This is an optimization exercise on Yosys and OpenROAD, whose aim is small area, not a production implementation. At most, simulation tests tie the RTL to the original design; equivalence was not proved. Power and IR drop assume default switching activity.

alpha:
## FloatingPointMultiplier
module FloatingPointMultiplier(
	input wire [26 : 0] in_1,
	input wire [26 : 0] in_2,
	input wire clk_pll,
	output wire [26 : 0] out
    );
Size in the first run: about 28 flip-flops, about 9500 um2 of cells after synthesis.
==> module FPExpAdder, before the edit <==
module FPExpAdder(
	input wire [7 : 0] in,
	input wire [7 : 0] change,
	output wire [7 : 0] nout
    );
	wire [7 : 0] c;
	wire [6 : 0] s;
	HalfAdder ha0 (.a(in[0]), .b(change[0]), .s(s[0]), .co(c[1]));
	genvar i;
	generate
		for (i = 1; i < 7; i = i + 1) begin : bit_add
			FullAdder fa (.a(in[i]), .b(change[i]), .ci(c[i]), .s(s[i]), .co(c[i + 1]));
		end
	endgenerate
	wire set_ones = ~in[7] & ~change[7] & c[7];
	wire nset_zeros = ~(in[7] & change[7] & ~c[7]);
	assign nout[6 : 0] = ~((s | {7{set_ones}}) & {7{nset_zeros}});
	wire nboth, nneither;
	Nand2 n_both (.a(in[7]), .b(change[7]), .y(nboth));
	Nor2 n_neither (.a(in[7]), .b(change[7]), .y(nneither));
	Oa21 o_sign (.a(nneither), .b(c[7]), .c(nboth), .y(nout[7]));
endmodule
==> module Oa21, before the edit <==
module Oa21(input wire a, input wire b, input wire c, output wire y);
	assign y = (a | b) & c;
endmodule
==> flow/config.mk <==
export PLATFORM = sky130hd
export DESIGN_NAME = FloatingPointMultiplier
export DESIGN_NICKNAME = FloatingPointMultiplier
export VERILOG_FILES = /design/flow/design.v
export SDC_FILE = /design/flow/constraint.sdc
export NUM_CORES = 4
export LEC_CHECK = 0
export CAP_MARGIN = 20
export CORE_MARGIN = 2
export CORE_UTILIZATION = 40
export CTS_BUF_LIST = sky130_fd_sc_hd__clkbuf_4 sky130_fd_sc_hd__clkbuf_8
export SLEW_MARGIN = 20
export SYNTH_HIERARCHICAL = 1
==> flow/constraint.sdc <==
create_clock -name core_clock -period 6.8 [get_ports {clk_pll}]
set_input_delay 1.3600 -clock core_clock [delete_from_list [all_inputs] [get_ports {clk_pll}]]
set_output_delay 1.3600 -clock core_clock [all_outputs]
set_load 0.01 [all_outputs]
standard.sh (not shown) runs the stock make flow with config.mk's settings and CLKGATE_MAP_FILE= SYNTH_SCRIPT=/design/flow/synth_recipe.tcl, a recipe that flattens the netlist after the stock synthesis.
==> flow/flow/run.sh <==
#!/bin/bash
# Layout flow: the standard synthesis and layout, with
# - the smallest buffer cell for the port buffers instead of the one
#   buffer_ports picks by default,
# - every combinational cell sized down before global placement
#   (flow/downsize.tcl), so that timing repair sizes up only what it needs,
# - timing-driven global placement that does not keep the buffers its
#   virtual repair inserts (GPL_KEEP_OVERFLOW=0); timing is repaired later,
# - input port buffers with many loads sized up to buf_2 after global
#   placement (flow/portbuf.tcl),
# - clock tree synthesis without dummy loads.
set -euo pipefail
bash standard.sh synth > synth.log 2>&1
bash standard.sh 'BUFFER_PORTS_ARGS=-buffer_cell sky130_fd_sc_hd__buf_1' \
  "PRE_GLOBAL_PLACE_TCL=$PWD/flow/downsize.tcl" GPL_KEEP_OVERFLOW=0 \
  "POST_GLOBAL_PLACE_TCL=$PWD/flow/portbuf.tcl" \
  'CTS_ARGS=-sink_clustering_enable -repair_clock_nets -dont_use_dummy_load -buf_list {sky130_fd_sc_hd__clkbuf_4 sky130_fd_sc_hd__clkbuf_8}' \
  finish > layout.log 2>&1
Other scripts of this flow, unchanged in this note and not shown: flow/flow/downsize.tcl, flow/flow/portbuf.tcl
Modified inputs, beta compared to alpha
diff --git a/flow/design.v b/flow/design.v
--- a/flow/design.v
+++ b/flow/design.v
@@ -2,26 +2,25 @@
 module FPExpAdder(
 	input wire [7 : 0] in,
 	input wire [7 : 0] change,
 	output wire [7 : 0] nout
     );
-	wire [7 : 0] c;
-	wire [6 : 0] s;
+	wire [8 : 0] c;
+	wire [7 : 0] s;
 	HalfAdder ha0 (.a(in[0]), .b(change[0]), .s(s[0]), .co(c[1]));
 	genvar i;
 	generate
-		for (i = 1; i < 7; i = i + 1) begin : bit_add
+		for (i = 1; i < 8; i = i + 1) begin : bit_add
 			FullAdder fa (.a(in[i]), .b(change[i]), .ci(c[i]), .s(s[i]), .co(c[i + 1]));
 		end
 	endgenerate
-	wire set_ones = ~in[7] & ~change[7] & c[7];
-	wire nset_zeros = ~(in[7] & change[7] & ~c[7]);
-	assign nout[6 : 0] = ~((s | {7{set_ones}}) & {7{nset_zeros}});
-	wire nboth, nneither;
-	Nand2 n_both (.a(in[7]), .b(change[7]), .y(nboth));
-	Nor2 n_neither (.a(in[7]), .b(change[7]), .y(nneither));
-	Oa21 o_sign (.a(nneither), .b(c[7]), .c(nboth), .y(nout[7]));
+	wire ovf;
+	Xor2 x_ovf (.a(c[7]), .b(c[8]), .y(ovf));
+	wire set_ones = ovf & ~in[7];
+	wire nset_zeros = ~(ovf & in[7]);
+	assign nout[6 : 0] = ~((s[6 : 0] | {7{set_ones}}) & {7{nset_zeros}});
+	Xnor2 x_sign (.a(s[7]), .b(ovf), .y(nout[7]));
 endmodule
 module FPExpDec(
 	input wire [7 : 0] nin,
 	input wire norm,
 	output wire [7 : 0] out
@@ -1328,13 +1327,10 @@
 	assign y = ~(a | (b & c));
 endmodule
 module Aoi22(input wire a1, input wire a2, input wire b1, input wire b2, output wire y);
 	assign y = ~((a1 & a2) | (b1 & b2));
 endmodule
-module Oa21(input wire a, input wire b, input wire c, output wire y);
-	assign y = (a | b) & c;
-endmodule
 module Oai21(input wire a, input wire b, input wire c, output wire y);
 	assign y = ~(a & (b | c));
 endmodule
 module Nand2(input wire a, input wire b, output wire y);
 	assign y = ~(a & b);
--- outcome ---
Comparing alpha and beta, the higher final wirelength was measured on alpha. Power across alpha and beta: no real change. Side by side, share of the clock period used by the worst path after layout turned out lower in beta than in alpha. Looking at die outline area across both flows, beta is the stronger of the two, with alpha trailing. From alpha to beta the numbers moved as follows: final worst setup slack saw an increase; fraction of synthesized cell area in xor and xnor cells saw an increase; leakage power saw a decrease. Taking alpha as the reference point, the count of non-filler cells in the finished layout of beta falls by about 0.5%. As far as core utilization is concerned, alpha and beta perform about the same. Between alpha and beta, number of stages on the worst setup path decreased. Compared with alpha, in beta wire length of the first global-routing pass lower, cell area after layout went down by about 0.36%. Looking at starting utilization of the core area, beta sits 0.17 points below alpha. Reported for alpha and beta, count of boundary I/O pins turned out identical to the last digit.
Function not checked in alpha: the RTL went through the layout flow alone.

-- separate check: timing with driven ports --
In the flow no input, the clock included, has a driving cell. The finished layouts below were timed again as built, in two steps.
Step 1: set_driving_cell puts a clkbuf_16 on clk_pll and a buf_2 on each other input, an assumption about the parent block.
Step 2 times the ports against the registers' clock, not the clock port: input delays grow and output delays shrink by t, the midpoint of the rising clock arrivals with the driver on.
Slacks: ideal / step 1 / step 2; pairs: ideal / step 1.
run | shift t [ns] | slack for setup (ns) | worst data-port slew with drivers (ns)
alpha | 0.298 | 0.289 / 0.279 / -0.019 | 0.04
beta | 0.292 | 0.323 / 0.329 / 0.037 | 0.04
Met with ideal ports but missed after step 2: setup timing in alpha. For alpha, which loses most, drivers alone change the setup slack by -0.010 ns; drivers and shift together by -0.308 ns.
